From an optimization exercise on the open Yosys and OpenROAD flow, aimed at small area, a short achievable clock period and few clock cycles per item; shortcuts taken in it are not production practice. Only simulation tests tie the RTL to the original design; equivalence was not proved. No activity file was given, so power comes from the tool's default toggle rates.

## flow/design.v

```verilog
`timescale 1ns / 1ps
`default_nettype none
`timescale 1ns / 1ps
`default_nettype none
module lc4_wdecode(input  wire [15:0] insn,
                   output wire        regfile_we,
                   output wire [2:0]  wsel,
                   output wire        nzp_we,
                   output wire        is_load,
                   output wire        is_store);
   wire [3:0] op = insn[15:12];
   wire       to_r7 = (op == 4'b0100) | (op == 4'b1111);      
   assign regfile_we = (op == 4'b0001) | (op == 4'b0101) | (op == 4'b0110) | (op == 4'b1001) |
                       (op == 4'b1010) | (op == 4'b1101) | to_r7;
   assign wsel   = to_r7 ? 3'd7 : insn[11:9];
   assign nzp_we = regfile_we | (op == 4'b0010);
   assign is_load  = (op == 4'b0110);
   assign is_store = (op == 4'b0111);
endmodule
module lc4_rdecode(input  wire [15:0] insn,
                   output wire [2:0]  r1sel,
                   output wire        r1re,
                   output wire [2:0]  r2sel,
                   output wire        r2re);
   wire [3:0] op = insn[15:12];
   wire is_arith = (op == 4'b0001);
   wire is_cmp   = (op == 4'b0010);
   wire is_jsrr  = (op == 4'b0100) & ~insn[11];
   wire is_logic = (op == 4'b0101);
   wire is_ldr   = (op == 4'b0110);
   wire is_str   = (op == 4'b0111);
   wire is_rti   = (op == 4'b1000);
   wire is_shift = (op == 4'b1010);
   wire is_jmpr  = (op == 4'b1100) & ~insn[11];
   wire is_hic   = (op == 4'b1101);
   assign r1sel = (is_cmp | is_hic) ? insn[11:9] : is_rti ? 3'd7 : insn[8:6];
   assign r2sel = is_str ? insn[11:9] : insn[2:0];
   assign r1re  = is_arith | is_cmp | is_jsrr | is_logic | is_ldr | is_str | is_rti |
                  is_shift | is_jmpr | is_hic;
   assign r2re  = (is_arith & ~insn[5]) | (is_cmp & ~insn[8]) | (is_logic & ~insn[5]) |
                  is_str | (is_shift & (insn[5:4] == 2'b11));
endmodule
`timescale 1ns / 1ps
`default_nettype none
module lc4_div_steps #(parameter K = 4)
   (input  wire [15:0]  r_in,
    input  wire [K-1:0] a_bits,
    input  wire [15:0]  b,
    output wire [15:0]  r_out,
    output wire [K-1:0] q_bits);
   wire [15:0] r [0:K];
   assign r[0] = r_in;
   genvar j;
   generate
      for (j = 0; j < K; j = j + 1) begin : step
         wire [16:0] sh = {r[j], a_bits[K-1-j]};
         wire [17:0] df = {1'b0, sh} - {2'b00, b};
         assign q_bits[K-1-j] = ~df[17];
         assign r[j+1] = df[17] ? sh[15:0] : df[15:0];
      end
   endgenerate
   assign r_out = r[K];
endmodule
`timescale 1ns / 1ps
`default_nettype none
module lc4_alu(input  wire [15:0] i_insn,
               input  wire [15:0] i_pc1,       
               input  wire [15:0] i_a,         
               input  wire [15:0] i_b,         
               output reg  [15:0] o_result);
   wire [3:0] op  = i_insn[15:12];
   wire [2:0] sub = i_insn[5:3];
   wire is_cmp   = (op == 4'b0010);
   wire cmp_sgn  = ~i_insn[7];
   wire [15:0] cmp_imm = {{9{i_insn[6] & cmp_sgn}}, i_insn[6:0]};
   wire [15:0] cmp_b   = i_insn[8] ? cmp_imm : i_b;
   wire do_sub = is_cmp | ((op == 4'b0001) & (sub == 3'b010));
   reg  [15:0] addb;
   always @(*) begin
      if (is_cmp)                   addb = cmp_b;
      else if (op == 4'b0001)       addb = i_insn[5] ? {{11{i_insn[4]}}, i_insn[4:0]} : i_b;
      else                          addb = {{10{i_insn[5]}}, i_insn[5:0]};
   end
   wire ea = is_cmp & cmp_sgn & i_a[15];
   wire eb = is_cmp & cmp_sgn & addb[15];
   wire [16:0] bx  = {eb, addb} ^ {17{do_sub}};
   wire [16:0] sum = {ea, i_a} + bx + {16'd0, do_sub};
   wire lt = sum[16];
   wire eq = (sum[15:0] == 16'd0);      
   wire [15:0] cmp_res = lt ? 16'hFFFF : {15'd0, ~eq};
   wire left = (i_insn[5:4] == 2'b00);
   wire [15:0] a_rev, s_rev;
   genvar g;
   generate
      for (g = 0; g < 16; g = g + 1) begin : rev
         assign a_rev[g] = i_a[15-g];
      end
   endgenerate
   wire [15:0] s_in  = left ? a_rev : i_a;
   wire        fill  = (i_insn[5:4] == 2'b01) & i_a[15];
   wire [31:0] s_ext = {{16{fill}}, s_in} >> i_insn[3:0];
   wire [15:0] s_out = s_ext[15:0];
   generate
      for (g = 0; g < 16; g = g + 1) begin : rev2
         assign s_rev[g] = s_out[15-g];
      end
   endgenerate
   wire [15:0] shf = left ? s_rev : s_out;
   always @(*) begin
      case (op)
         4'b0001: o_result = sum[15:0];      
         4'b0010: o_result = cmp_res;
         4'b0101: o_result = i_insn[5] ? (i_a & {{11{i_insn[4]}}, i_insn[4:0]}) :
                             (sub[1:0] == 2'b00) ? (i_a & i_b) :
                             (sub[1:0] == 2'b01) ? ~i_a :
                             (sub[1:0] == 2'b10) ? (i_a | i_b) : (i_a ^ i_b);
         4'b0110, 4'b0111: o_result = sum[15:0];
         4'b1001: o_result = {{7{i_insn[8]}}, i_insn[8:0]};
         4'b1010: o_result = shf;
         4'b1101: o_result = {i_insn[7:0], i_a[7:0]};
         default: o_result = i_pc1;         
      endcase
   end
endmodule
module lc4_mul_csa(input wire [15:0] a, input wire [15:0] b,
                   output wire [15:0] x, output wire [15:0] y);
   wire [15:0] pp0 = a[15:0] & {16{b[0]}};
   wire [14:0] pp1 = a[14:0] & {15{b[1]}};
   wire [13:0] pp2 = a[13:0] & {14{b[2]}};
   wire [12:0] pp3 = a[12:0] & {13{b[3]}};
   wire [11:0] pp4 = a[11:0] & {12{b[4]}};
   wire [10:0] pp5 = a[10:0] & {11{b[5]}};
   wire [9:0] pp6 = a[9:0] & {10{b[6]}};
   wire [8:0] pp7 = a[8:0] & {9{b[7]}};
   wire [7:0] pp8 = a[7:0] & {8{b[8]}};
   wire [6:0] pp9 = a[6:0] & {7{b[9]}};
   wire [5:0] pp10 = a[5:0] & {6{b[10]}};
   wire [4:0] pp11 = a[4:0] & {5{b[11]}};
   wire [3:0] pp12 = a[3:0] & {4{b[12]}};
   wire [2:0] pp13 = a[2:0] & {3{b[13]}};
   wire [1:0] pp14 = a[1:0] & {2{b[14]}};
   wire [0:0] pp15 = a[0:0] & {1{b[15]}};
   wire t1;
   wire t2;
   wire t3;
   wire t4;
   wire t5;
   wire t6;
   wire t7;
   wire t8;
   wire t9;
   wire t10;
   wire t11;
   wire t12;
   wire t13;
   wire t14;
   wire t15;
   wire t16;
   wire t17;
   wire t18;
   wire t19;
   wire t20;
   wire t21;
   wire t22;
   wire t23;
   wire t24;
   wire t25;
   wire t26;
   wire t27;
   wire t28;
   wire t29;
   wire t30;
   wire t31;
   wire t32;
   wire t33;
   wire t34;
   wire t35;
   wire t36;
   wire t37;
   wire t38;
   wire t39;
   wire t40;
   wire t41;
   wire t42;
   wire t43;
   wire t44;
   wire t45;
   wire t46;
   wire t47;
   wire t48;
   wire t49;
   wire t50;
   wire t51;
   wire t52;
   wire t53;
   wire t54;
   wire t55;
   wire t56;
   wire t57;
   wire t58;
   wire t59;
   wire t60;
   wire t61;
   wire t62;
   wire t63;
   wire t64;
   wire t65;
   wire t66;
   wire t67;
   wire t68;
   wire t69;
   wire t70;
   wire t71;
   wire t72;
   wire t73;
   wire t74;
   wire t75;
   wire t76;
   wire t77;
   wire t78;
   wire t79;
   wire t80;
   wire t81;
   wire t82;
   wire t83;
   wire t84;
   wire t85;
   wire t86;
   wire t87;
   wire t88;
   wire t89;
   wire t90;
   wire t91;
   wire t92;
   wire t93;
   wire t94;
   wire t95;
   wire t96;
   wire t97;
   wire t98;
   wire t99;
   wire t100;
   wire t101;
   wire t102;
   wire t103;
   wire t104;
   wire t105;
   wire t106;
   wire t107;
   wire t108;
   wire t109;
   wire t110;
   wire t111;
   wire t112;
   wire t113;
   wire t114;
   wire t115;
   wire t116;
   wire t117;
   wire t118;
   wire t119;
   wire t120;
   wire t121;
   wire t122;
   wire t123;
   wire t124;
   wire t125;
   wire t126;
   wire t127;
   wire t128;
   wire t129;
   wire t130;
   wire t131;
   wire t132;
   wire t133;
   wire t134;
   wire t135;
   wire t136;
   wire t137;
   wire t138;
   wire t139;
   wire t140;
   wire t141;
   wire t142;
   wire t143;
   wire t144;
   wire t145;
   wire t146;
   wire t147;
   wire t148;
   wire t149;
   wire t150;
   wire t151;
   wire t152;
   wire t153;
   wire t154;
   wire t155;
   wire t156;
   wire t157;
   wire t158;
   wire t159;
   wire t160;
   wire t161;
   wire t162;
   wire t163;
   wire t164;
   wire t165;
   wire t166;
   wire t167;
   wire t168;
   wire t169;
   wire t170;
   wire t171;
   wire t172;
   wire t173;
   wire t174;
   wire t175;
   wire t176;
   wire t177;
   wire t178;
   wire t179;
   wire t180;
   wire t181;
   wire t182;
   wire t183;
   wire t184;
   wire t185;
   wire t186;
   wire t187;
   wire t188;
   wire t189;
   wire t190;
   wire t191;
   wire t192;
   wire t193;
   wire t194;
   wire t195;
   wire t196;
   wire t197;
   wire t198;
   wire t199;
   wire t200;
   wire t201;
   wire t202;
   assign t1 = pp0[2] ^ pp1[1] ^ pp2[0];
   assign t2 = (pp0[2] & pp1[1]) | (pp0[2] & pp2[0]) | (pp1[1] & pp2[0]);
   assign t3 = pp0[3] ^ pp1[2] ^ pp2[1];
   assign t4 = (pp0[3] & pp1[2]) | (pp0[3] & pp2[1]) | (pp1[2] & pp2[1]);
   assign t5 = pp0[4] ^ pp1[3] ^ pp2[2];
   assign t6 = (pp0[4] & pp1[3]) | (pp0[4] & pp2[2]) | (pp1[3] & pp2[2]);
   assign t7 = pp3[1] ^ pp4[0];
   assign t8 = pp3[1] & pp4[0];
   assign t9 = pp0[5] ^ pp1[4] ^ pp2[3];
   assign t10 = (pp0[5] & pp1[4]) | (pp0[5] & pp2[3]) | (pp1[4] & pp2[3]);
   assign t11 = pp3[2] ^ pp4[1] ^ pp5[0];
   assign t12 = (pp3[2] & pp4[1]) | (pp3[2] & pp5[0]) | (pp4[1] & pp5[0]);
   assign t13 = pp0[6] ^ pp1[5] ^ pp2[4];
   assign t14 = (pp0[6] & pp1[5]) | (pp0[6] & pp2[4]) | (pp1[5] & pp2[4]);
   assign t15 = pp3[3] ^ pp4[2] ^ pp5[1];
   assign t16 = (pp3[3] & pp4[2]) | (pp3[3] & pp5[1]) | (pp4[2] & pp5[1]);
   assign t17 = pp0[7] ^ pp1[6] ^ pp2[5];
   assign t18 = (pp0[7] & pp1[6]) | (pp0[7] & pp2[5]) | (pp1[6] & pp2[5]);
   assign t19 = pp3[4] ^ pp4[3] ^ pp5[2];
   assign t20 = (pp3[4] & pp4[3]) | (pp3[4] & pp5[2]) | (pp4[3] & pp5[2]);
   assign t21 = pp6[1] ^ pp7[0];
   assign t22 = pp6[1] & pp7[0];
   assign t23 = pp0[8] ^ pp1[7] ^ pp2[6];
   assign t24 = (pp0[8] & pp1[7]) | (pp0[8] & pp2[6]) | (pp1[7] & pp2[6]);
   assign t25 = pp3[5] ^ pp4[4] ^ pp5[3];
   assign t26 = (pp3[5] & pp4[4]) | (pp3[5] & pp5[3]) | (pp4[4] & pp5[3]);
   assign t27 = pp6[2] ^ pp7[1] ^ pp8[0];
   assign t28 = (pp6[2] & pp7[1]) | (pp6[2] & pp8[0]) | (pp7[1] & pp8[0]);
   assign t29 = pp0[9] ^ pp1[8] ^ pp2[7];
   assign t30 = (pp0[9] & pp1[8]) | (pp0[9] & pp2[7]) | (pp1[8] & pp2[7]);
   assign t31 = pp3[6] ^ pp4[5] ^ pp5[4];
   assign t32 = (pp3[6] & pp4[5]) | (pp3[6] & pp5[4]) | (pp4[5] & pp5[4]);
   assign t33 = pp6[3] ^ pp7[2] ^ pp8[1];
   assign t34 = (pp6[3] & pp7[2]) | (pp6[3] & pp8[1]) | (pp7[2] & pp8[1]);
   assign t35 = pp0[10] ^ pp1[9] ^ pp2[8];
   assign t36 = (pp0[10] & pp1[9]) | (pp0[10] & pp2[8]) | (pp1[9] & pp2[8]);
   assign t37 = pp3[7] ^ pp4[6] ^ pp5[5];
   assign t38 = (pp3[7] & pp4[6]) | (pp3[7] & pp5[5]) | (pp4[6] & pp5[5]);
   assign t39 = pp6[4] ^ pp7[3] ^ pp8[2];
   assign t40 = (pp6[4] & pp7[3]) | (pp6[4] & pp8[2]) | (pp7[3] & pp8[2]);
   assign t41 = pp9[1] ^ pp10[0];
   assign t42 = pp9[1] & pp10[0];
   assign t43 = pp0[11] ^ pp1[10] ^ pp2[9];
   assign t44 = (pp0[11] & pp1[10]) | (pp0[11] & pp2[9]) | (pp1[10] & pp2[9]);
   assign t45 = pp3[8] ^ pp4[7] ^ pp5[6];
   assign t46 = (pp3[8] & pp4[7]) | (pp3[8] & pp5[6]) | (pp4[7] & pp5[6]);
   assign t47 = pp6[5] ^ pp7[4] ^ pp8[3];
   assign t48 = (pp6[5] & pp7[4]) | (pp6[5] & pp8[3]) | (pp7[4] & pp8[3]);
   assign t49 = pp9[2] ^ pp10[1] ^ pp11[0];
   assign t50 = (pp9[2] & pp10[1]) | (pp9[2] & pp11[0]) | (pp10[1] & pp11[0]);
   assign t51 = pp0[12] ^ pp1[11] ^ pp2[10];
   assign t52 = (pp0[12] & pp1[11]) | (pp0[12] & pp2[10]) | (pp1[11] & pp2[10]);
   assign t53 = pp3[9] ^ pp4[8] ^ pp5[7];
   assign t54 = (pp3[9] & pp4[8]) | (pp3[9] & pp5[7]) | (pp4[8] & pp5[7]);
   assign t55 = pp6[6] ^ pp7[5] ^ pp8[4];
   assign t56 = (pp6[6] & pp7[5]) | (pp6[6] & pp8[4]) | (pp7[5] & pp8[4]);
   assign t57 = pp9[3] ^ pp10[2] ^ pp11[1];
   assign t58 = (pp9[3] & pp10[2]) | (pp9[3] & pp11[1]) | (pp10[2] & pp11[1]);
   assign t59 = pp0[13] ^ pp1[12] ^ pp2[11];
   assign t60 = (pp0[13] & pp1[12]) | (pp0[13] & pp2[11]) | (pp1[12] & pp2[11]);
   assign t61 = pp3[10] ^ pp4[9] ^ pp5[8];
   assign t62 = (pp3[10] & pp4[9]) | (pp3[10] & pp5[8]) | (pp4[9] & pp5[8]);
   assign t63 = pp6[7] ^ pp7[6] ^ pp8[5];
   assign t64 = (pp6[7] & pp7[6]) | (pp6[7] & pp8[5]) | (pp7[6] & pp8[5]);
   assign t65 = pp9[4] ^ pp10[3] ^ pp11[2];
   assign t66 = (pp9[4] & pp10[3]) | (pp9[4] & pp11[2]) | (pp10[3] & pp11[2]);
   assign t67 = pp12[1] ^ pp13[0];
   assign t68 = pp12[1] & pp13[0];
   assign t69 = pp0[14] ^ pp1[13] ^ pp2[12];
   assign t70 = (pp0[14] & pp1[13]) | (pp0[14] & pp2[12]) | (pp1[13] & pp2[12]);
   assign t71 = pp3[11] ^ pp4[10] ^ pp5[9];
   assign t72 = (pp3[11] & pp4[10]) | (pp3[11] & pp5[9]) | (pp4[10] & pp5[9]);
   assign t73 = pp6[8] ^ pp7[7] ^ pp8[6];
   assign t74 = (pp6[8] & pp7[7]) | (pp6[8] & pp8[6]) | (pp7[7] & pp8[6]);
   assign t75 = pp9[5] ^ pp10[4] ^ pp11[3];
   assign t76 = (pp9[5] & pp10[4]) | (pp9[5] & pp11[3]) | (pp10[4] & pp11[3]);
   assign t77 = pp12[2] ^ pp13[1] ^ pp14[0];
   assign t78 = (pp12[2] & pp13[1]) | (pp12[2] & pp14[0]) | (pp13[1] & pp14[0]);
   assign t79 = pp0[15] ^ pp1[14] ^ pp2[13];
   assign t80 = pp3[12] ^ pp4[11] ^ pp5[10];
   assign t81 = pp6[9] ^ pp7[8] ^ pp8[7];
   assign t82 = pp9[6] ^ pp10[5] ^ pp11[4];
   assign t83 = pp12[3] ^ pp13[2] ^ pp14[1];
   assign t84 = t2 ^ t3 ^ pp3[0];
   assign t85 = (t2 & t3) | (t2 & pp3[0]) | (t3 & pp3[0]);
   assign t86 = t4 ^ t5 ^ t7;
   assign t87 = (t4 & t5) | (t4 & t7) | (t5 & t7);
   assign t88 = t6 ^ t8 ^ t9;
   assign t89 = (t6 & t8) | (t6 & t9) | (t8 & t9);
   assign t90 = t10 ^ t12 ^ t13;
   assign t91 = (t10 & t12) | (t10 & t13) | (t12 & t13);
   assign t92 = t15 ^ pp6[0];
   assign t93 = t15 & pp6[0];
   assign t94 = t14 ^ t16 ^ t17;
   assign t95 = (t14 & t16) | (t14 & t17) | (t16 & t17);
   assign t96 = t19 ^ t21;
   assign t97 = t19 & t21;
   assign t98 = t18 ^ t20 ^ t22;
   assign t99 = (t18 & t20) | (t18 & t22) | (t20 & t22);
   assign t100 = t23 ^ t25 ^ t27;
   assign t101 = (t23 & t25) | (t23 & t27) | (t25 & t27);
   assign t102 = t24 ^ t26 ^ t28;
   assign t103 = (t24 & t26) | (t24 & t28) | (t26 & t28);
   assign t104 = t29 ^ t31 ^ t33;
   assign t105 = (t29 & t31) | (t29 & t33) | (t31 & t33);
   assign t106 = t30 ^ t32 ^ t34;
   assign t107 = (t30 & t32) | (t30 & t34) | (t32 & t34);
   assign t108 = t35 ^ t37 ^ t39;
   assign t109 = (t35 & t37) | (t35 & t39) | (t37 & t39);
   assign t110 = t36 ^ t38 ^ t40;
   assign t111 = (t36 & t38) | (t36 & t40) | (t38 & t40);
   assign t112 = t42 ^ t43 ^ t45;
   assign t113 = (t42 & t43) | (t42 & t45) | (t43 & t45);
   assign t114 = t47 ^ t49;
   assign t115 = t47 & t49;
   assign t116 = t44 ^ t46 ^ t48;
   assign t117 = (t44 & t46) | (t44 & t48) | (t46 & t48);
   assign t118 = t50 ^ t51 ^ t53;
   assign t119 = (t50 & t51) | (t50 & t53) | (t51 & t53);
   assign t120 = t55 ^ t57 ^ pp12[0];
   assign t121 = (t55 & t57) | (t55 & pp12[0]) | (t57 & pp12[0]);
   assign t122 = t52 ^ t54 ^ t56;
   assign t123 = (t52 & t54) | (t52 & t56) | (t54 & t56);
   assign t124 = t58 ^ t59 ^ t61;
   assign t125 = (t58 & t59) | (t58 & t61) | (t59 & t61);
   assign t126 = t63 ^ t65 ^ t67;
   assign t127 = (t63 & t65) | (t63 & t67) | (t65 & t67);
   assign t128 = t60 ^ t62 ^ t64;
   assign t129 = (t60 & t62) | (t60 & t64) | (t62 & t64);
   assign t130 = t66 ^ t68 ^ t69;
   assign t131 = (t66 & t68) | (t66 & t69) | (t68 & t69);
   assign t132 = t71 ^ t73 ^ t75;
   assign t133 = (t71 & t73) | (t71 & t75) | (t73 & t75);
   assign t134 = t70 ^ t72 ^ t74;
   assign t135 = t76 ^ t78 ^ t79;
   assign t136 = t80 ^ t81 ^ t82;
   assign t137 = t87 ^ t88 ^ t11;
   assign t138 = (t87 & t88) | (t87 & t11) | (t88 & t11);
   assign t139 = t89 ^ t90 ^ t92;
   assign t140 = (t89 & t90) | (t89 & t92) | (t90 & t92);
   assign t141 = t91 ^ t93 ^ t94;
   assign t142 = (t91 & t93) | (t91 & t94) | (t93 & t94);
   assign t143 = t95 ^ t97 ^ t98;
   assign t144 = (t95 & t97) | (t95 & t98) | (t97 & t98);
   assign t145 = t99 ^ t101 ^ t102;
   assign t146 = (t99 & t101) | (t99 & t102) | (t101 & t102);
   assign t147 = t104 ^ pp9[0];
   assign t148 = t104 & pp9[0];
   assign t149 = t103 ^ t105 ^ t106;
   assign t150 = (t103 & t105) | (t103 & t106) | (t105 & t106);
   assign t151 = t108 ^ t41;
   assign t152 = t108 & t41;
   assign t153 = t107 ^ t109 ^ t110;
   assign t154 = (t107 & t109) | (t107 & t110) | (t109 & t110);
   assign t155 = t112 ^ t114;
   assign t156 = t112 & t114;
   assign t157 = t111 ^ t113 ^ t115;
   assign t158 = (t111 & t113) | (t111 & t115) | (t113 & t115);
   assign t159 = t116 ^ t118 ^ t120;
   assign t160 = (t116 & t118) | (t116 & t120) | (t118 & t120);
   assign t161 = t117 ^ t119 ^ t121;
   assign t162 = (t117 & t119) | (t117 & t121) | (t119 & t121);
   assign t163 = t122 ^ t124 ^ t126;
   assign t164 = (t122 & t124) | (t122 & t126) | (t124 & t126);
   assign t165 = t123 ^ t125 ^ t127;
   assign t166 = (t123 & t125) | (t123 & t127) | (t125 & t127);
   assign t167 = t128 ^ t130 ^ t132;
   assign t168 = (t128 & t130) | (t128 & t132) | (t130 & t132);
   assign t169 = t129 ^ t131 ^ t133;
   assign t170 = t134 ^ t135 ^ t136;
   assign t171 = t140 ^ t141 ^ t96;
   assign t172 = (t140 & t141) | (t140 & t96) | (t141 & t96);
   assign t173 = t142 ^ t143 ^ t100;
   assign t174 = (t142 & t143) | (t142 & t100) | (t143 & t100);
   assign t175 = t144 ^ t145 ^ t147;
   assign t176 = (t144 & t145) | (t144 & t147) | (t145 & t147);
   assign t177 = t146 ^ t148 ^ t149;
   assign t178 = (t146 & t148) | (t146 & t149) | (t148 & t149);
   assign t179 = t150 ^ t152 ^ t153;
   assign t180 = (t150 & t152) | (t150 & t153) | (t152 & t153);
   assign t181 = t154 ^ t156 ^ t157;
   assign t182 = (t154 & t156) | (t154 & t157) | (t156 & t157);
   assign t183 = t158 ^ t160 ^ t161;
   assign t184 = (t158 & t160) | (t158 & t161) | (t160 & t161);
   assign t185 = t162 ^ t164 ^ t165;
   assign t186 = (t162 & t164) | (t162 & t165) | (t164 & t165);
   assign t187 = t167 ^ t77;
   assign t188 = t167 & t77;
   assign t189 = t166 ^ t168 ^ t169;
   assign t190 = t170 ^ t83 ^ pp15[0];
   assign t191 = t176 ^ t177 ^ t151;
   assign t192 = (t176 & t177) | (t176 & t151) | (t177 & t151);
   assign t193 = t178 ^ t179 ^ t155;
   assign t194 = (t178 & t179) | (t178 & t155) | (t179 & t155);
   assign t195 = t180 ^ t181 ^ t159;
   assign t196 = (t180 & t181) | (t180 & t159) | (t181 & t159);
   assign t197 = t182 ^ t183 ^ t163;
   assign t198 = (t182 & t183) | (t182 & t163) | (t183 & t163);
   assign t199 = t184 ^ t185 ^ t187;
   assign t200 = (t184 & t185) | (t184 & t187) | (t185 & t187);
   assign t201 = t186 ^ t188 ^ t189;
   assign t202 = t200 ^ t201 ^ t190;
   assign x = {t202, t198, t196, t194, t192, t191, t174, t172, t171, t138, t137, t85, t84, t1, pp0[1], pp0[0]};
   assign y = {1'b0, t199, t197, t195, t193, 1'b0, t175, t173, 1'b0, t139, 1'b0, t86, 1'b0, 1'b0, pp1[0], 1'b0};
endmodule
`timescale 1ns / 1ps
`default_nettype none
module lc4_regfile(input  wire        clk,
                   input  wire        gwe,
                   input  wire        rst,
                   input  wire [7:0]  i_rs,       
                   output reg  [15:0] o_rs_data,
                   input  wire [7:0]  i_rt,       
                   output reg  [15:0] o_rt_data,
                   input  wire [2:0]  i_rd,
                   input  wire [15:0] i_wdata,
                   input  wire        i_rd_we);
   reg [15:0] r [0:7];
   integer i;
   always @(posedge clk) begin
      if (gwe) begin
         for (i = 0; i < 8; i = i + 1) begin
            if (rst) r[i] <= 16'h0000;
            else if (i_rd_we && i_rd == i) r[i] <= i_wdata;
         end
      end
   end
   always @(*) begin
      o_rs_data = 16'h0000;
      o_rt_data = 16'h0000;
      for (i = 0; i < 8; i = i + 1) begin
         o_rs_data = o_rs_data | (r[i] & {16{i_rs[i]}});
         o_rt_data = o_rt_data | (r[i] & {16{i_rt[i]}});
      end
   end
endmodule
`timescale 1ns / 1ps
`default_nettype none
module lc4_processor
(input  wire        clk,
 input  wire        rst,
 input  wire        gwe,
 output wire [15:0] o_cur_pc,
 input  wire [15:0] i_cur_insn,
 output wire [15:0] o_dmem_addr,
 input  wire [15:0] i_cur_dmem_data,
 output wire        o_dmem_we,
 output wire [15:0] o_dmem_towrite,
 output wire [1:0]  test_stall,
 output wire [15:0] test_cur_pc,
 output wire [15:0] test_cur_insn,
 output wire        test_regfile_we,
 output wire [2:0]  test_regfile_wsel,
 output wire [15:0] test_regfile_data,
 output wire        test_nzp_we,
 output wire [2:0]  test_nzp_new_bits,
 output wire        test_dmem_we,
 output wire [15:0] test_dmem_addr,
 output wire [15:0] test_dmem_data,
 input  wire [7:0]  switch_data,
 output wire [15:0] seven_segment_data,
 output wire [7:0]  led_data);
   reg  [15:0] pc_f;
   reg         x_v;
   reg  [15:0] x_pc1;                  
   reg         x_pred;                 
   reg  [15:0] x_ir;
   reg  [2:0]  x_r1sel, x_r2sel;
   reg         x_r1re, x_r2re;
   reg         hit_a, hit_b;           
   reg  [7:0]  x_s1, x_s2;             
   reg         m_v;
   reg  [15:0] m_ir, m_pc, m_res, m_sd;
   reg         m_stw;                  
   reg         m_late;                 
   reg         m_mul, m_dfast;
   reg         m_alo;
   reg  [1:0]  m_qhi;
   reg         w_v;
   reg  [15:0] w_ir, w_pc, w_data, w_addr;
   reg         w_we, w_nzp_we, w_st, w_mem;
   reg  [2:0]  w_wsel, w_nzp;
   reg  [2:0]  nzp;
   reg  [3:0]  d_cnt;
   wire [2:0] f_r1sel, f_r2sel;
   wire       f_r1re, f_r2re;
   lc4_rdecode fdec (.insn(i_cur_insn), .r1sel(f_r1sel), .r1re(f_r1re),
                     .r2sel(f_r2sel), .r2re(f_r2re));
   wire [15:0] fi     = i_cur_insn;
   wire [15:0] f_pc1  = pc_f + 16'd1;
   wire        f_trap = (fi[15:12] == 4'b1111);
   wire        f_jsr  = (fi[15:11] == 5'b01001);
   wire        f_jmp  = (fi[15:11] == 5'b11001);
   wire        f_brb  = (fi[15:12] == 4'b0000) & fi[8] & (fi[11:9] != 3'b000);
   wire [9:0]  f_lo9  = {1'b0, f_pc1[8:0]} + {1'b0, fi[8:0]};
   wire [11:0] f_lo11 = {1'b0, f_pc1[10:0]} + {1'b0, fi[10:0]};
   wire        f_er   = f_trap | f_jsr | f_jmp | f_brb;
   wire [15:0] f_tgt  = f_trap ? {8'h80, fi[7:0]} :
                        f_jsr  ? {pc_f[15], fi[10:0], 4'b0000} :
                        f_jmp  ? {f_pc1[15:11], f_lo11[10:0]} : {f_pc1[15:9], f_lo9[8:0]};
   wire [3:0] op = x_ir[15:12];
   wire is_br    = (op == 4'b0000);
   wire is_jsr   = (op == 4'b0100) &  x_ir[11];
   wire is_jsrr  = (op == 4'b0100) & ~x_ir[11];
   wire is_rti   = (op == 4'b1000);
   wire is_jmpr  = (op == 4'b1100) & ~x_ir[11];
   wire is_jmp   = (op == 4'b1100) &  x_ir[11];
   wire is_trap  = (op == 4'b1111);
   wire is_mul   = (op == 4'b0001) & (x_ir[5:3] == 3'b001);
   wire is_div   = (op == 4'b0001) & (x_ir[5:3] == 3'b011);
   wire is_mod   = (op == 4'b1010) & (x_ir[5:4] == 2'b11);
   wire is_dm    = is_div | is_mod;
   wire is_xctl  = is_jsrr | is_rti | is_jmpr;            
   wire x_we, x_nzp_we, x_ld, x_st;
   wire [2:0] x_wsel;
   lc4_wdecode xdec (.insn(x_ir), .regfile_we(x_we), .wsel(x_wsel), .nzp_we(x_nzp_we),
                     .is_load(x_ld), .is_store(x_st));
   wire        m_we, m_nzp_we, m_ld, m_st;
   wire [2:0]  m_wsel;
   lc4_wdecode mdec (.insn(m_ir), .regfile_we(m_we), .wsel(m_wsel), .nzp_we(m_nzp_we),
                     .is_load(m_ld), .is_store(m_st));
   wire [15:0] mdv_r;
   wire        mdv_q;
   lc4_div_steps #(1) mdv (.r_in(m_res), .a_bits(m_alo), .b(m_sd), .r_out(mdv_r), .q_bits(mdv_q));
   wire [15:0] m_div = (m_sd == 16'd0) ? 16'd0 :
                       (m_ir[15:12] == 4'b0001) ? {13'd0, m_qhi, mdv_q} : mdv_r;
   wire [15:0] m_alu = m_dfast ? m_div : m_mul ? m_res + m_sd : m_res;
   wire [15:0] m_val = m_ld ? i_cur_dmem_data : m_alu;
   wire        wb_en = m_v & m_we;
   wire [15:0] rf_a, rf_b;
   lc4_regfile rf (.clk(clk), .gwe(gwe), .rst(rst),
                   .i_rs(x_s1), .o_rs_data(rf_a), .i_rt(x_s2), .o_rt_data(rf_b),
                   .i_rd(m_wsel), .i_wdata(m_val), .i_rd_we(wb_en));
   wire [15:0] opa = (m_res & {16{hit_a}}) | rf_a;
   wire [15:0] opb = (m_res & {16{hit_b}}) | rf_b;
   wire ld_stall = m_late & ((x_r1re & hit_a) | (x_r2re & hit_b) | is_br);
   wire first  = (d_cnt == 4'd0);
   wire last   = (d_cnt == 4'd8);
   wire b_zero = (opb == 16'd0);
   wire fast   = (opa[15:3] < opb) | b_zero;
   reg  [1:0] abits;
   always @(*) begin
      case (d_cnt[2:0])
         3'd1:    abits = opa[15:14];
         3'd2:    abits = opa[13:12];
         3'd3:    abits = opa[11:10];
         3'd4:    abits = opa[9:8];
         3'd5:    abits = opa[7:6];
         3'd6:    abits = opa[5:4];
         3'd7:    abits = opa[3:2];
         default: abits = first ? opa[2:1] : opa[1:0];
      endcase
   end
   wire [15:0] xdv_r;
   wire [1:0]  xdv_q;
   lc4_div_steps #(2) xdv (.r_in(first ? {3'd0, opa[15:3]} : m_res), .a_bits(abits), .b(opb),
                           .r_out(xdv_r), .q_bits(xdv_q));
   wire dm_done  = first ? fast : last;
   wire dm_stall = is_dm & ~dm_done;
   wire [15:0] pc1 = x_pc1;
   wire [15:0] alu_res, mul_x, mul_y;
   lc4_alu alu (.i_insn(x_ir), .i_pc1(pc1), .i_a(opa), .i_b(opb), .o_result(alu_res));
   lc4_mul_csa mul (.a(opa), .b(opb), .x(mul_x), .y(mul_y));
   wire [2:0] cur_nzp = (m_v & m_nzp_we) ? {m_res[15], m_res == 16'd0, ~m_res[15] & (m_res != 16'd0)} : nzp;
   wire br_taken = |(x_ir[11:9] & cur_nzp);
   wire [15:0] rel = is_br ? {{7{x_ir[8]}}, x_ir[8:0]} : {{5{x_ir[10]}}, x_ir[10:0]};
   wire [15:0] rel_tgt = pc1 + rel;
   wire [15:0] x_pc = x_pc1 - 16'd1;
   wire [15:0] target = (is_br & x_pred & ~br_taken) ? pc1 : (is_br | is_jmp) ? rel_tgt : opa;   
   wire x_stall  = x_v & (ld_stall | dm_stall);
   wire x_go     = x_v & ~ld_stall & ~dm_stall;            
   wire blk_miss = is_br ? (rel_tgt[15:9] != pc1[15:9]) : (rel_tgt[15:11] != pc1[15:11]);
   wire redirect = x_go & (is_xctl | (is_br & (br_taken != x_pred)) |
                           ((is_br & br_taken | is_jmp) & x_pred & blk_miss));
   wire x_dm_run = x_v & is_dm & ~ld_stall;                 
   wire [2:0] n_r1sel = x_stall ? x_r1sel : f_r1sel;
   wire [2:0] n_r2sel = x_stall ? x_r2sel : f_r2sel;
   wire [7:0] xw_dec = (x_go & x_we) ? (8'd1 << x_wsel) : 8'd0;    
   wire nhit_a = |((8'd1 << f_r1sel) & xw_dec);
   wire nhit_b = |((8'd1 << f_r2sel) & xw_dec);
   always @(posedge clk) begin
      if (gwe) begin
         if (rst) begin
            pc_f  <= 16'h8200;
            x_v   <= 1'b0;
            m_v   <= 1'b0;
            m_stw <= 1'b0;
            w_v   <= 1'b0;
            nzp   <= 3'b000;
            d_cnt <= 4'd0;
            hit_a <= 1'b0;
            hit_b <= 1'b0;
            x_s1  <= 8'd0;
            x_s2  <= 8'd0;
         end else begin
            if (redirect) begin
               pc_f <= target;
               x_v  <= 1'b0;
            end else if (!x_stall) begin
               pc_f <= f_er ? f_tgt : f_pc1;
               x_v  <= 1'b1;
            end
            if (x_dm_run)
               d_cnt <= dm_done ? 4'd0 : d_cnt + 4'd1;
            hit_a <= nhit_a;
            hit_b <= nhit_b;
            x_s1  <= (8'd1 << n_r1sel) & ~xw_dec;
            x_s2  <= (8'd1 << n_r2sel) & ~xw_dec;
            m_v   <= x_go;
            m_stw <= x_go & x_st;
            w_v   <= m_v;
            if (m_v & m_nzp_we) nzp <= {m_val[15], m_val == 16'd0, ~m_val[15] & (m_val != 16'd0)};
         end
         if (!x_stall) begin
            x_ir    <= i_cur_insn;
            x_pc1   <= f_pc1;
            x_pred  <= f_brb | f_jmp;
            x_r1sel <= f_r1sel;
            x_r2sel <= f_r2sel;
            x_r1re  <= f_r1re;
            x_r2re  <= f_r2re;
         end
         m_ir    <= x_ir;
         m_pc    <= x_pc;
         m_mul   <= is_mul;
         m_dfast <= is_dm & first;
         m_late  <= x_go & (x_ld | is_mul | (is_dm & first));
         m_alo   <= opa[0];
         m_qhi   <= xdv_q;
         if (x_dm_run & ~first & ~dm_done) begin    
            m_res <= xdv_r;
            m_sd  <= {m_sd[13:0], xdv_q};
         end else if (x_dm_run & ~dm_done) begin    
            m_res <= 16'd0;
            m_sd  <= 16'd0;
         end else if (is_dm) begin                  
            m_res <= first ? xdv_r : is_div ? {m_sd[13:0], xdv_q} : xdv_r;
            m_sd  <= opb;
         end else if (is_mul) begin
            m_res <= mul_x;
            m_sd  <= mul_y;
         end else begin
            m_res <= alu_res;
            m_sd  <= opb;
         end
         w_ir     <= m_ir;
         w_pc     <= m_pc;
         w_data   <= m_st ? m_sd : m_val;
         w_addr   <= (m_ld | m_st) ? m_res : 16'd0;
         w_we     <= m_we;
         w_wsel   <= m_wsel;
         w_nzp_we <= m_nzp_we;
         w_st     <= m_st;
         w_mem    <= m_ld | m_st;
         w_nzp    <= {m_val[15], m_val == 16'd0, ~m_val[15] & (m_val != 16'd0)};
      end
   end
   assign o_cur_pc       = pc_f;
   assign o_dmem_addr    = m_res;
   assign o_dmem_we      = m_stw;
   assign o_dmem_towrite = m_sd;
   assign test_stall        = {~w_v, 1'b0};
   assign test_cur_pc       = w_pc;
   assign test_cur_insn     = w_ir;
   assign test_regfile_we   = w_we;
   assign test_regfile_wsel = w_wsel;
   assign test_regfile_data = w_data;
   assign test_nzp_we       = w_nzp_we;
   assign test_nzp_new_bits = w_nzp;
   assign test_dmem_we      = w_st;
   assign test_dmem_addr    = w_addr;
   assign test_dmem_data    = w_mem ? w_data : 16'd0;
   assign seven_segment_data = 16'h0000;
   assign led_data = 8'h00;
endmodule
```

## flow/config.mk

```make
export PLATFORM = sky130hd
export DESIGN_NAME = lc4_processor
export DESIGN_NICKNAME = lc4_processor
export VERILOG_FILES = /design/flow/design.v
export SDC_FILE = /design/flow/constraint.sdc
export NUM_CORES = 4
export LEC_CHECK = 0
export CAP_MARGIN = 20
export CORE_MARGIN = 2
export CORE_UTILIZATION = 55
export CTS_BUF_LIST = sky130_fd_sc_hd__clkbuf_4 sky130_fd_sc_hd__clkbuf_8
export SLEW_MARGIN = 20
```

## flow/constraint.sdc

```tcl
create_clock -name core_clock -period 38.0 [get_ports {clk}]
set_input_delay 7.6000 -clock core_clock [delete_from_list [all_inputs] [get_ports {clk}]]
set_output_delay 7.6000 -clock core_clock [all_outputs]
set_load 0.01 [all_outputs]
```

## flow/standard.sh

```bash
#!/bin/bash
# synth_recipe.tcl (not shown) runs the flow's synth.tcl, then flattens the netlist and writes it again
# the make line also repeats each setting of config.mk as NAME=value (left out here)
make -C /OpenROAD-flow-scripts/flow DESIGN_CONFIG=/design/flow/config.mk WORK_HOME=/design/flow/orfs CLKGATE_MAP_FILE= SYNTH_SCRIPT=/design/flow/synth_recipe.tcl "${@:-finish}"
```

## flow/flow/run.sh

```bash
#!/bin/bash
set -o pipefail
export SETUP_SLACK_MARGIN=${FLOW_MARGIN:-29.2}
export BUFFER_PORTS_ARGS="-buffer_cell sky130_fd_sc_hd__buf_2"
bash standard.sh > standard.log 2>&1
```

==> impl_results.md, run 1 <==
* Worst stage delay on the critical path at 0.27 ns
* GRT overflow at 0
* Class of the tightest hold or removal check: reg -> reg
* Number of distinct library cells after synthesis at 95
* Final setup viols at 0
* Cell class contributing the biggest share of worst-path delay: compound AO/OA/AOI/OAI gates
* Vias/cell at 7.005
* Weighted congestion reported at the end of routability-driven placement at 1.002
* Number of warnings printed during yosys synthesis at 6
* Max stage delay cell, worst path: ha_4
* Final std cell area, no fill at 0.03424 sq mm
* Worst min-delay path startpoint: m_ir[1]$_DFFE_PP_
* Clock-pin transition on the worst setup and hold timing paths at 0.08 ns
* Unrepaired setup endpoints after global routing: true
* Number of antenna violations at the first check in global routing at 8
* Latest clock arrival within the worst-skew pair at 0.72 ns
* Sequential element share of the synthesized area at 36.12%
* Num CTS Buffers at 60
* Tot GR Track Use at 43.45%
* Number of search-and-repair iterations in the first detailed-routing pass at 12
* FF-to-FF Start: x_s1[4]$_SDFFCE_PP0P_
* Post-route ant nets at 0
* Max-cap violations at 0
* Vias post-DR at 29,058
* Power, Total at 2.062 mW
* Worst setup SP type: primary input
* I/O pins at 207
* Die span in x at 236.6 um
* Critical path data arrival time at 9.64 ns
* Net count of the finished layout at 3,702
* CP required at 38.43 ns
* Final Hold Fails at 0
* Crit end category: flop
* Leakage power at 14.06 nW
* Post-DP HPWL at 84,390 um
* Area growth from synthesis to layout at 15.03%
* Fill cell instance count of the final layout at 4,406
* Maximum vdd drop at 0.00009299 V
* Most frequent cells in the layout: edfxtp_1 (358), nor2_1 (290), nand2_1 (260)
* Cells along the critical path: buf_2 > ha_4 > nor2b_2 > o21ai_2 > a21boi_1 > o21ai_1 > a21oi_2 > o21a_1 > o311ai_2 > mux2i_1 > o21ai_1 > nand3_1 > a21oi_1
* Skew final at 0.03022 ns
* Area contributors post-synth: edfxtp_1 (36%), ha_1 (7.2%), fa_1 (6.1%)
* Commonest register cell after synthesis: edfxtp_1
* Top-area cell type share of the netlist area at 36.12%
* Vertical die dimension at 236.6 um
* Vias in the first global route at 27,320
* Number of register bits inferred by synthesis at 358
* CP startpoint: i_cur_insn[2]
* Status: finished clean
* DRC violations left at 0
* Worst path most repeated cell: o21ai_1
* Critical setup path kind: in -> reg
* Buffer and inverter count on the worst path at 1
* Number of flops mapped to enable cells by yosys at 358
* CTS tree: built
* Most common library cell in the layout ignoring fill and taps: edfxtp_1
* Maximum number of buffers from clock root to sink at 3
* Mapped cell area at 0.02976 sq mm
* Tightest slew margin relative to the limit at 26.87%
* Highest net fanout along the worst path at 5
* Slew of the pin with the lowest slew margin at 1.097 ns
* Max Slew Vio Count at 0
* Worst setup slack before clock tree synthesis at 27.60 ns
* Number of clock sinks seen by CTS at 358
* Cell area after placement at 0.03163 sq mm
* Fmax at 0.1086 GHz
* Final critical-path setup slack at 28.79 ns
* Clock root cell: clkbuf_8
* Initial standard-cell utilization of the core at 55.42%
* Total power density per cell area at 60.22 mW/mm^2
* Final routed wirelength across all metal layers at 124,200 um
* First-pass GRT wire length at 179,500 um
* Cell accounting for the most synthesized area: edfxtp_1
* Sum of negative setup slack at 0 ns
* Drt first-iter violations at 4,616
* Post-route fraction of the period consumed by the critical path at 24.24%
* Number of I/O port buffers at 173
* Async S/R FF share, synth at 0%
* Average wire length per cell after detail routing at 29.94 um
* Floorplan row count at 85
* Largest net degree at the start of global routing at 82
* Gate Count Post-Synth at 3,137
* Die footprint at 0.05599 sq mm
* Core Box Area at 0.05371 sq mm
* Share of final-layout standard cells stronger than drive strength 1 at 18.13%
* CTS H-tree depth at 2
* Synthesized area divided by synthesized cell count at 9.488 sq um
* Time the worst path needs with I/O delays and setup at 9.212 ns
per-layer routing:
layer	wire (um)	up-vias	part of all wire, %	global-route usage [%]
li1	-	12241	-	-
met1	46160	13858	37	59.25
met2	51370	2403	41	61.78
met3	17920	550	14	12.19
met4	8703	6	7.0	25.58
met5	41	-	0.033	0
worst reg2reg max path, delay by kind of cell, from the launching register on:
kind | cells | cell delay [ns]
flip-flops | 1 | 0.74
buffers and inverters | 2 | 0.58
AO/OA/AOI/OAI | 18 | 5.60
AND/OR/NAND/NOR | 4 | 0.93
adder cells (fa/ha/maj) | 2 | 0.65
area by class of cell:
type	instances	area, sq um	area share [%]
Clock inverter	37	421.7	1.232
Clock buffer	76	945.9	2.763
Timing Repair Buffer	371	2704	7.898
Multi-Input combinational cell	2387	17690	51.68
Antenna cell	4	10.01	0.02924
Inverter	218	835.8	2.441
Sequential cell	358	10750	31.40
Tap cell	696	870.8	2.544
Timing Repair inverter	1	5.005	0.01462
timing repair:
| action | 4_1_cts | 5_1_grt |
|---|---|---|
| endpoints found under the setup margin | 285 | 213 |
| hold endpoints to repair | 0 | 0 |
| buffers inserted | 68 | 36 |
| gates resized for setup | 75 | 14 |
| pin swaps | 20 | 17 |
| gates cloned | 1 | 0 |
| hold buffers | 0 | 0 |
cell usage after synthesis, types with 26 or more instances:
cell type / n
and3_1: 54
a22oi_1: 94
xnor2_1: 103
o21ai_0: 180
nor2_1: 293
inv_1: 204
a221oi_1: 29
a21o_1: 32
o21a_1: 34
nor3_1: 53
nor4_1: 36
mux2i_1: 44
mux4_2: 28
a21oi_1: 193
mux2_2: 26
a222oi_1: 35
o211ai_1: 32
nand2b_1: 27
xor2_1: 37
clkbuf_1: 143
buf_4: 27
fa_1: 90
ha_1: 172
nand3_1: 81
o22ai_1: 28
and2_1: 33
nand2_1: 265
a211oi_1: 47
nor2b_1: 33
edfxtp_1: 358
state kept, by name, summed over array words and instances, names as in the netlist, 4 cells and up:
| name | cells |
|---|---|
| rf.r | 128 |
| m_ir | 16 |
| m_pc | 16 |
| m_res | 16 |
| m_sd | 16 |
| pc_f | 16 |
| w_addr | 16 |
| w_data | 16 |
| w_ir | 16 |
| w_pc | 16 |
| x_ir | 16 |
| x_pc1 | 16 |
| x_s1 | 8 |
| x_s2 | 8 |
| d_cnt | 4 |
worst paths after layout:
kind | end | slack (ns) | cells past startpoint
worst min-delay path | w_ir[1]$_DFFE_PP_ | 0.41 | 0
worst min register to register | w_ir[1]$_DFFE_PP_ | 0.41 | 0
worst max register to register | m_res[9]$_DFFE_PP_ | 29.21 | 26
worst max-delay path | pc_f[10]$_SDFFCE_PP0P_ | 28.79 | 13
report_power, final:
part,switching [mW],internal (mW)
sequential,0.0309,0.482
clock,0.177,0.221
combinational,0.686,0.465
total,0.893,1.17
logic make-up after synthesis:
group	after synthesis	synth area share [%]
muxes	100	4.734
AOI/OAI and AO/OA	916	21.19
other	1	0.01260
adders and majority gates	262	13.28
and+or+nand+nor	944	14.82
buffers and inverters	416	5.717
DFF	358	36.12
xor gates and xnor gates	140	4.120
through the flow:
step,hold slack [ns],utilization (%),instances
global route,0.4258,63.73,4145
CTS,0.4130,63.01,4107
finish,0.4149,63.75,4148
global placement,0.4018,58.89,3925
detailed placement,0.4045,58.89,3925
floorplan,0.4003,-,3161
Testbench counts, summed over its fixed seeds: cycles 68,117, instructions 64,000.
==> run 2, diff against run 1 <==
--- a/flow/config.mk
+++ b/flow/config.mk
@@ -7,6 +7,6 @@
 export LEC_CHECK = 0
 export CAP_MARGIN = 20
 export CORE_MARGIN = 2
-export CORE_UTILIZATION = 55
+export CORE_UTILIZATION = 65
 export CTS_BUF_LIST = sky130_fd_sc_hd__clkbuf_4 sky130_fd_sc_hd__clkbuf_8
 export SLEW_MARGIN = 20
==> run 2 against run 1 <==
Effect of this change: still clean; count of clock-buffer cells in the layout shrank 8; design area shrank 2.0%; flip-flop and latch count stayed put; register-to-register slack improved by 0.04 ns; setup slack worse by 0.016 ns; combinational power hardly changed; die area down 15%; sequential share of layout area increased by 0.64 points; global-route usage is 6.5 points higher; wire length decreased by 2.5%; synthesized cell count unchanged.
==> impl_results.md, run 2 <==
* Largest net degree at the start of global routing at 80 (was 82)
* Sum of negative setup slack at 0 ns (unchanged)
* Highest net fanout along the worst path at 3 (was 5)
* Share of final-layout standard cells stronger than drive strength 1 at 16.92% (was 18.13%)
* Max stage delay cell, worst path: fa_2 (was ha_4)
* Cell accounting for the most synthesized area: edfxtp_1 (unchanged)
* Internal portion of total power at 1.131 mW (was 1.168 mW)
* Unrepaired setup endpoints after global routing: true (unchanged)
* Floorplan row count at 78 (was 85)
* Tot GR Track Use at 50.00% (was 43.45%)
* Critical Path Stages at 13 (unchanged)
* Cells along the critical path: buf_12 > ha_4 > inv_2 > fa_2 > nor2b_1 > o21ai_1 > a21boi_1 > o21ai_2 > a21oi_2 > nor3_1 > or3_1 > a311o_1 > a21oi_1 (was buf_2 > ha_4 > nor2b_2 > o21ai_2 > a21boi_1 > o21ai_1 > a21oi_2 > o21a_1 > o311ai_2 > mux2i_1 > o21ai_1 > nand3_1 > a21oi_1)
* Fraction of the mapped netlist area in compound gates at 21.19% (unchanged)
* Number of antenna violations at the first check in global routing at 12 (was 8)
* Largest register FFs at 128 (unchanged)
* Worst Hold Endpoint: w_ir[7]$_DFFE_PP_ (was w_ir[1]$_DFFE_PP_)
* Placed Instances at 3,815 (was 3,925)
* Vertical die dimension at 218.0 um (was 236.6 um)
* Number of register bits inferred by synthesis at 358 (unchanged)
* GRT overflow at 0 (unchanged)
* Critical path data arrival time at 9.77 ns (was 9.64 ns)
* Number of search-and-repair iterations in the first detailed-routing pass at 10 (was 12)
* CTS tree: built (unchanged)
* Cts-stage hold buffer count at 0 (unchanged)
* Crit end category: flop (unchanged)
* Met1 routed wirelength after detailed routing at 40,470 um (was 46,160 um)
* Weighted congestion reported at the end of routability-driven placement at 1.049 (was 1.002)
* FF-to-FF Start: x_s1[3]$_SDFFCE_PP0P_ (was x_s1[4]$_SDFFCE_PP0P_)
* Worst Hold Path Cells at 0 (unchanged)
* Max Slew Vio Count at 0 (unchanged)
* Psw at 0.8994 mW (was 0.8934 mW)
* Post-Synth Adder-Cell Area at 13.28% (unchanged)
* Most common library cell in the layout ignoring fill and taps: edfxtp_1 (unchanged)
* Die span in x at 218.0 um (was 236.6 um)
* Number of distinct library cells after synthesis at 95 (unchanged)
* Main combinational cell family by area after synthesis: compound AO/OA/AOI/OAI gates (unchanged)
* Time the worst path needs with I/O delays and setup at 9.228 ns (was 9.212 ns)
* Number of standard cells in the layout, taps in and fillers out at 4,001 (was 4,148)
* Area contributors post-synth: edfxtp_1 (36%), ha_1 (7.2%), fa_1 (6.1%) (unchanged)
* Class of the tightest hold or removal check: reg -> reg (unchanged)
* Total power density per cell area at 60.52 mW/mm^2 (was 60.22 mW/mm^2)
* Proportion of synthesized area in mux cells at 4.734% (unchanged)
* Worst-case register-to-register setup slack at 29.25 ns (was 29.21 ns)
* Synthesized area divided by synthesized cell count at 9.488 sq um (unchanged)
* Average wire length per cell after detail routing at 30.26 um (was 29.94 um)
* Buffer and inverter count on the worst path at 2 (was 1)
* Worst min-delay path startpoint: m_ir[7]$_DFFE_PP_ (was m_ir[1]$_DFFE_PP_)
* WL met3 at 21,020 um (was 17,920 um)
* DRC violations left at 0 (unchanged)
* Skew final at 0.04780 ns (was 0.03022 ns)
* Post-route ant nets at 0 (unchanged)
* Highest Signal Layer: met5 (unchanged)
* Power share of the sequential group at 25.5% (was 24.9%)
* CP required at 38.55 ns (was 38.43 ns)
* Leakage power at 13.76 nW (was 14.06 nW)
* Length in cells of the worst reg-to-reg path at 26 (unchanged)
* Commonest register cell after synthesis: edfxtp_1 (unchanged)
* Worst setup SP type: primary input (unchanged)
* Drt first-iter violations at 5,357 (was 4,616)
* Final std cell area, no fill at 0.03355 sq mm (was 0.03424 sq mm)
* Cell class contributing the biggest share of worst-path delay: compound AO/OA/AOI/OAI gates (unchanged)
* Maximum vdd drop at 0.0001925 V (was 0.00009299 V)
* Fill cell instance count of the final layout at 3,129 (was 4,406)
* Xor/xnor share of the synthesized area at 4.120% (unchanged)
* Register bank with the most flops: rf.r (unchanged)
* Final routed wirelength across all metal layers at 121,100 um (was 124,200 um)
* Switch share at 44.30% (was 43.33%)
* Initial standard-cell utilization of the core at 65.72% (was 55.42%)
* Post-synthesis simple-gate area fraction at 14.82% (unchanged)
* Cell area after placement at 0.03141 sq mm (was 0.03163 sq mm)
* Core Box Area at 0.04528 sq mm (was 0.05371 sq mm)
* Max-cap violations at 0 (unchanged)
* Cell types with the highest counts after synthesis: edfxtp_1 (358), nor2_1 (293), nand2_1 (265), inv_1 (204), a21oi_1 (193) (unchanged)
* Final Hold Fails at 0 (unchanged)
* Util after Layout at 74.09% (was 63.75%)
* Vias in the first global route at 27,948 (was 27,320)
* Vias/cell at 7.386 (was 7.005)
* Most frequent cells in the layout: edfxtp_1 (358), nor2_1 (290), nand2_1 (262) (was edfxtp_1 (358), nor2_1 (290), nand2_1 (260))
* Mapped cell area at 0.02976 sq mm (unchanged)
* I/O pins at 207 (unchanged)
* Die footprint at 0.04752 sq mm (was 0.05599 sq mm)
* Async S/R FF share, synth at 0% (unchanged)
* Final setup viols at 0 (unchanged)
* Tightest slew margin relative to the limit at 21.38% (was 26.87%)
* Clock-pin transition on the worst setup and hold timing paths at 0.09 ns (was 0.08 ns)
* Sequential element share of the synthesized area at 36.12% (unchanged)
* Logic gate share of total power at 56.1% (was 55.8%)
* Worst reg2reg path endpoint: m_res[9]$_DFFE_PP_ (unchanged)
* Number of flops mapped to enable cells by yosys at 358 (unchanged)
* Metal2 WL at 48,980 um (was 51,370 um)
* Gate Count Post-Synth at 3,137 (unchanged)
* Critical setup path kind: in -> reg (unchanged)
* CTS H-tree depth at 2 (unchanged)
* Latest clock arrival within the worst-skew pair at 0.73 ns (was 0.72 ns)
* Post-DP HPWL at 81,000 um (was 84,390 um)
* Clock root cell: clkbuf_8 (unchanged)
* Most numerous cell in the Yosys netlist: edfxtp_1 (unchanged)
* Num CTS Buffers at 56 (was 60)
* Worst setup slack before clock tree synthesis at 27.57 ns (was 27.60 ns)
* Final critical-path setup slack at 28.77 ns (was 28.79 ns)
* Fmax at 0.1084 GHz (was 0.1086 GHz)
* First-pass GRT wire length at 175,100 um (was 179,500 um)
* Net count of the finished layout at 3,657 (was 3,702)
* Slew of the pin with the lowest slew margin at 1.179 ns (was 1.097 ns)
* Maximum number of buffers from clock root to sink at 3 (unchanged)
* Area growth from synthesis to layout at 12.73% (was 15.03%)
* Vias post-DR at 29,553 (was 29,058)
* Status: finished clean (unchanged)
* Number of clock sinks seen by CTS at 358 (unchanged)
* Clk network pwr share at 18.4% (was 19.3%)
* Worst stage delay on the critical path at 0.35 ns (was 0.27 ns)
* Top-area cell type share of the netlist area at 36.12% (unchanged)
* Number of warnings printed during yosys synthesis at 6 (unchanged)
* Post-route fraction of the period consumed by the critical path at 24.29% (was 24.24%)
* Number of I/O port buffers at 173 (unchanged)
## run 2: cell count changes in the layout (fill, tap and decap cells not counted), moves of 4 or more
cell / change
buf_4: -30
buf_12: -9
buf_6: -7
buf_2: +6
clkbuf_8: -5
clkbuf_4: -4
## run 2: stage by stage
stage | hold WS (ns) | power, mW
after global placement | 0.4025 | 1.545
after CTS | 0.4020 | 1.971
after detailed placement | 0.4045 | 1.583
after global routing | 0.4151 | 2.114
final | 0.3947 | 2.030
after floorplan | 0.4003 | 1.247
## run 2: how the worst max path moves through the flow
stage,startpoint,endpoint,slack (ns)
detailed placement,rst,rf.r[0][11]$_SDFFCE_PP0P_,27.57
CTS,i_cur_insn[0],pc_f[10]$_SDFFCE_PP0P_,28.75
floorplan,i_cur_insn[0],pc_f[10]$_SDFFCE_PP0P_,28.42
global route,i_cur_insn[0],pc_f[10]$_SDFFCE_PP0P_,28.68
finish,i_cur_insn[0],pc_f[8]$_SDFFCE_PP0P_,28.77
global placement,rst,rf.r[0][11]$_SDFFCE_PP0P_,27.69
## run 2: per-layer routing
metal | global-route usage, % | vias up
li1 | - | 12152
met1 | 63.90 | 13743
met2 | 70.19 | 2868
met3 | 18.08 | 780
met4 | 35.53 | 10
met5 | 0 | -
## run 2: cells by family (layout without fill, tap and decap cells)
logic type / count (synthesis) / after routing
XOR/XNOR: 140 / 140
AND/OR/NAND/NOR: 944 / 944
AO/OA/AOI/OAI: 916 / 916
adder cells (fa/ha/maj): 262 / 262
buffers and inverters: 416 / 654
multiplexers: 100 / 100
flip-flops: 358 / 358
other: 1 / 27
## run 2: power groups by stage
stage | sequential, mW | clock (mW) | combinational [mW]
finish | 0.518 | 0.373 | 1.14
global route | 0.519 | 0.385 | 1.21
CTS | 0.515 | 0.369 | 1.09
detailed placement | 0.530 | 0 | 1.05
global placement | 0.528 | 0 | 1.02
floorplan | 0.516 | 0 | 0.731
## run 2: final cells by class
| class | instances | area, sq um | share of cell area [%] |
|---|---|---|---|
| tap | 600 | 750.7 | 2.238 |
| clock inverter | 37 | 382.9 | 1.141 |
| multi-input combinational | 2387 | 17710 | 52.77 |
| clock buffer | 68 | 860.8 | 2.566 |
| inverter | 218 | 832.0 | 2.480 |
| sequential | 358 | 10750 | 32.04 |
| timing repair buffer | 331 | 2263 | 6.746 |
| antenna | 2 | 5.005 | 0.01492 |
## run 2: timing repair
| action | in CTS | in global routing |
|---|---|---|
| endpoints found under the setup margin | 346 | 192 |
| pin swaps | 17 | 11 |
| setup buffers | 55 | 24 |
| gates resized for setup | 46 | 20 |
==> run 3, diff against run 2 <==
==> flow/flow/run.sh (replaced) <==
#!/bin/bash
set -o pipefail
export SETUP_SLACK_MARGIN=${FLOW_MARGIN:-29.5}
export BUFFER_PORTS_ARGS="-buffer_cell sky130_fd_sc_hd__buf_2"
bash standard.sh > standard.log 2>&1
==> run 3 against run 2 <==
Effect of this change: still clean; sequential share of layout area fell by 0.98 points; critical path depth did not move; design area rose by 3.2%; largest cell class unchanged.
==> impl_results.md, run 3 <==
* Async S/R FF share, synth at 0% (unchanged)
* Critical path data arrival time at 9.99 ns (was 9.77 ns)
* Vias post-DR at 30,731 (was 29,553)
* Time the worst path needs with I/O delays and setup at 9.421 ns (was 9.228 ns)
* Maximum number of buffers from clock root to sink at 3 (unchanged)
* Mapped cell area at 0.02976 sq mm (unchanged)
* Vertical die dimension at 218.0 um (unchanged)
* Vias/cell at 7.543 (was 7.386)
* Max-cap violations at 0 (unchanged)
* Cell accounting for the most synthesized area: edfxtp_1 (unchanged)
* Max Slew Vio Count at 0 (unchanged)
* Floorplan row count at 78 (unchanged)
* Leakage power at 14.23 nW (was 13.76 nW)
* CTS tree: built (unchanged)
* Unrepaired setup endpoints after global routing: true (unchanged)
* Vias in the first global route at 28,702 (was 27,948)
* Clock-pin transition on the worst setup and hold timing paths at 0.09 ns (about the same)
* GRT overflow at 0 (unchanged)
* Tot GR Track Use at 50.59% (was 50.00%)
* I/O pins at 207 (unchanged)
* Number of clock sinks seen by CTS at 358 (unchanged)
* Total power density per cell area at 59.86 mW/mm^2 (was 60.52 mW/mm^2)
* Post-route fraction of the period consumed by the critical path at 24.79% (was 24.29%)
* Final Hold Slack at 0.3974 ns (was 0.3947 ns)
* CTS H-tree depth at 2 (unchanged)
* Status: finished clean (unchanged)
* Core Box Area at 0.04528 sq mm (unchanged)
* Fmax at 0.1061 GHz (was 0.1084 GHz)
* Sum of negative setup slack at 0 ns (unchanged)
* Post-synthesis simple-gate area fraction at 14.82% (unchanged)
* Class of the tightest hold or removal check: reg -> reg (unchanged)
* Fraction of the mapped netlist area in compound gates at 21.19% (unchanged)
* First-pass GRT wire length at 178,700 um (was 175,100 um)
* Final routed wirelength across all metal layers at 128,000 um (was 121,100 um)
* DRC violations left at 0 (unchanged)
* Number of distinct library cells after synthesis at 95 (unchanged)
* Most numerous cell in the Yosys netlist: edfxtp_1 (unchanged)
* Net count of the finished layout at 3,729 (was 3,657)
* Most frequent cells in the layout: edfxtp_1 (358), nor2_1 (287), nand2_1 (260) (was edfxtp_1 (358), nor2_1 (290), nand2_1 (262))
* Sequential element share of the synthesized area at 36.12% (unchanged)
* Top-area cell type share of the netlist area at 36.12% (unchanged)
* Final Hold Fails at 0 (unchanged)
* Cell area after placement at 0.03152 sq mm (was 0.03141 sq mm)
* Synthesized area divided by synthesized cell count at 9.488 sq um (unchanged)
* Cell types with the highest counts after synthesis: edfxtp_1 (358), nor2_1 (293), nand2_1 (265), inv_1 (204), a21oi_1 (193) (unchanged)
* Area of combinational cells with multiple inputs at 0.01805 sq mm (was 0.01771 sq mm)
* Tightest slew margin relative to the limit at 29.78% (was 21.38%)
* Commonest register cell after synthesis: edfxtp_1 (unchanged)
* Largest net degree at the start of global routing at 107 (was 80)
* Worst setup SP type: primary input (unchanged)
* Maximum vdd drop at 0.0001995 V (was 0.0001925 V)
* CP required at 38.57 ns (was 38.55 ns)
* Number of warnings printed during yosys synthesis at 6 (unchanged)
* Die span in x at 218.0 um (unchanged)
* Slew of the pin with the lowest slew margin at 1.053 ns (was 1.179 ns)
* Average wire length per cell after detail routing at 31.43 um (was 30.26 um)
* Post-DP HPWL at 81,730 um (was 81,000 um)
* Most common library cell in the layout ignoring fill and taps: edfxtp_1 (unchanged)
* Num CTS Buffers at 59 (was 56)
* Number of standard cells in the layout, taps in and fillers out at 4,074 (was 4,001)
* Xor/xnor share of the synthesized area at 4.120% (unchanged)
* Area growth from synthesis to layout at 16.29% (was 12.73%)
* Die footprint at 0.04752 sq mm (unchanged)
* Share of final-layout standard cells stronger than drive strength 1 at 19.78% (was 16.92%)
* Proportion of synthesized area in mux cells at 4.734% (unchanged)
* Register bank with the most flops: rf.r (unchanged)
* Final setup viols at 0 (unchanged)
* Clock root cell: clkbuf_8 (unchanged)
* Main combinational cell family by area after synthesis: compound AO/OA/AOI/OAI gates (unchanged)
* Latest clock arrival within the worst-skew pair at 0.75 ns (was 0.73 ns)
* Weighted congestion reported at the end of routability-driven placement at 1.063 (was 1.049)
* Number of search-and-repair iterations in the first detailed-routing pass at 10 (unchanged)
* Number of I/O port buffers at 173 (unchanged)
* Fill cell instance count of the final layout at 2,998 (was 3,129)
* Number of register bits inferred by synthesis at 358 (unchanged)
* Critical setup path kind: in -> reg (unchanged)
* Crit end category: flop (unchanged)
* Number of flops mapped to enable cells by yosys at 358 (unchanged)
* Number of antenna violations at the first check in global routing at 4 (was 12)
* Initial standard-cell utilization of the core at 65.72% (unchanged)
* Final std cell area, no fill at 0.03461 sq mm (was 0.03355 sq mm)
* FF+latch area at 0.01075 sq mm (unchanged)
* Power, Total at 2.072 mW (was 2.030 mW)
* Post-Synth Adder-Cell Area at 13.28% (unchanged)
* Gate Count Post-Synth at 3,137 (unchanged)
* Post-route ant nets at 0 (unchanged)
* Highest net fanout along the worst path at 3 (unchanged)
* Skew final at 0.04210 ns (was 0.04780 ns)
* Largest register FFs at 128 (unchanged)
* Drt first-iter violations at 5,854 (was 5,357)
* Placed Instances at 3,814 (was 3,815)
* Area contributors post-synth: edfxtp_1 (36%), ha_1 (7.2%), fa_1 (6.1%) (unchanged)
## run 3: report_power, final
group / internal, mW / switching (mW) / leakage (nW)
Combinational: 0.472 / 0.717 / 10.1
Clock: 0.187 / 0.181 / 0.626
Sequential: 0.482 / 0.0326 / 3.49
## run 3: layer usage
layer	vias up	part of all wire, %	track usage, %
met3	962	17	20.04
met2	3186	41	71.70
met5	-	0.20	3.125
met1	14288	33	63.53
li1	12283	-	-
met4	12	9.3	33.61
## run 3: cell families after synthesis
| kind of cell | after synthesis |
|---|---|
| xor gates and xnor gates | 140 |
| DFF | 358 |
| and+or+nand+nor | 944 |
| adders and majority gates | 262 |
| AOI/OAI and AO/OA | 916 |
| buffers and inverters | 416 |
| other | 1 |
| muxes | 100 |
## run 3: path summary, 6_finish.rpt
check | cells past startpoint | slack [ns] | end | startpoint
worst max-delay path | 13 | 28.58 | pc_f[8]$_SDFFCE_PP0P_ | i_cur_insn[0]
worst min-delay path | 0 | 0.40 | w_ir[0]$_DFFE_PP_ | m_ir[0]$_DFFE_PP_
worst max register to register | 29 | 29.52 | m_res[10]$_DFFE_PP_ | x_s1[6]$_SDFFCE_PP0P_
worst min register to register | 0 | 0.40 | w_ir[0]$_DFFE_PP_ | m_ir[0]$_DFFE_PP_
## run 3: final cells by class
type                       count  share of cell area, %
multi-input combinational   2387                  52.15
sequential                   358                  31.06
timing repair buffer         399                  8.640
clock buffer                  72                  2.628
inverter                     218                  2.433
tap                          600                  2.169
clock inverter                33                 0.8640
antenna                        6                0.04338
timing repair inverter         1                0.01446
## run 3: critical path, cell delays in order
cell and delay [ns]:
buf_12 0.10, ha_4 0.16, inv_2 0.05, fa_2 0.20
nor2b_2 0.05, o21ai_2 0.16, a21boi_2 0.08, o21ai_2 0.20
a21oi_2 0.12, o21a_1 0.25, or3_1 0.41, a311o_1 0.41
a21oi_2 0.20
## run 3: metrics by stage
step	worst slack, ns	utilization, %
after floorplan	28.43	-
after global placement	27.99	69.61
after detailed placement	27.86	69.61
after CTS	28.81	74.44
after global routing	28.54	76.40
final	28.58	76.43
## run 3: what timing repair did
action / in CTS / in global routing
cloned: 1 / 0
resized for setup: 88 / 64
endpoints found under the setup margin: 402 / 279
buffers inserted: 77 / 70
pin swaps: 28 / 32
hold buffers: 0 / 0

-- afterwards: timing with drivers on the ports --
How much do the figures lean on ideal ports? The routed layouts below were timed once more, with nothing changed but the port constraints.
Step 1 (the two cells are an assumption about what drives the block):
set clk [get_ports {clk}]
set_driving_cell -lib_cell sky130_fd_sc_hd__clkbuf_16 $clk
set_driving_cell -lib_cell sky130_fd_sc_hd__buf_2 [delete_from_list [all_inputs] $clk]
Step 2 moves the port delays by t, midway between the first and last clock arrival at a register: inputs arrive t later, outputs are due t later. That takes back most of the time a late clock gives input paths.
a / b / c = ideal / step 1 / step 2; a / b = the first two.
run	shift t [ns]	setup slack, ns	clock arrival spread, ns	slew at the worst register clock pin (ns)	cell pins on the clock port's net
run 1	0.762	28.788 / 28.783 / 28.065	0.031 / 0.031	0.08 / 0.08	1
run 2	0.766	28.772 / 28.759 / 27.993	0.052 / 0.052	0.09 / 0.09	1
run 3	0.780	28.579 / 28.577 / 27.797	0.046 / 0.046	0.09 / 0.09	1
After both steps setup and hold are still met in every run listed. For run 3, which loses most, drivers alone change the setup slack by -0.002 ns; drivers and shift together by -0.782 ns.
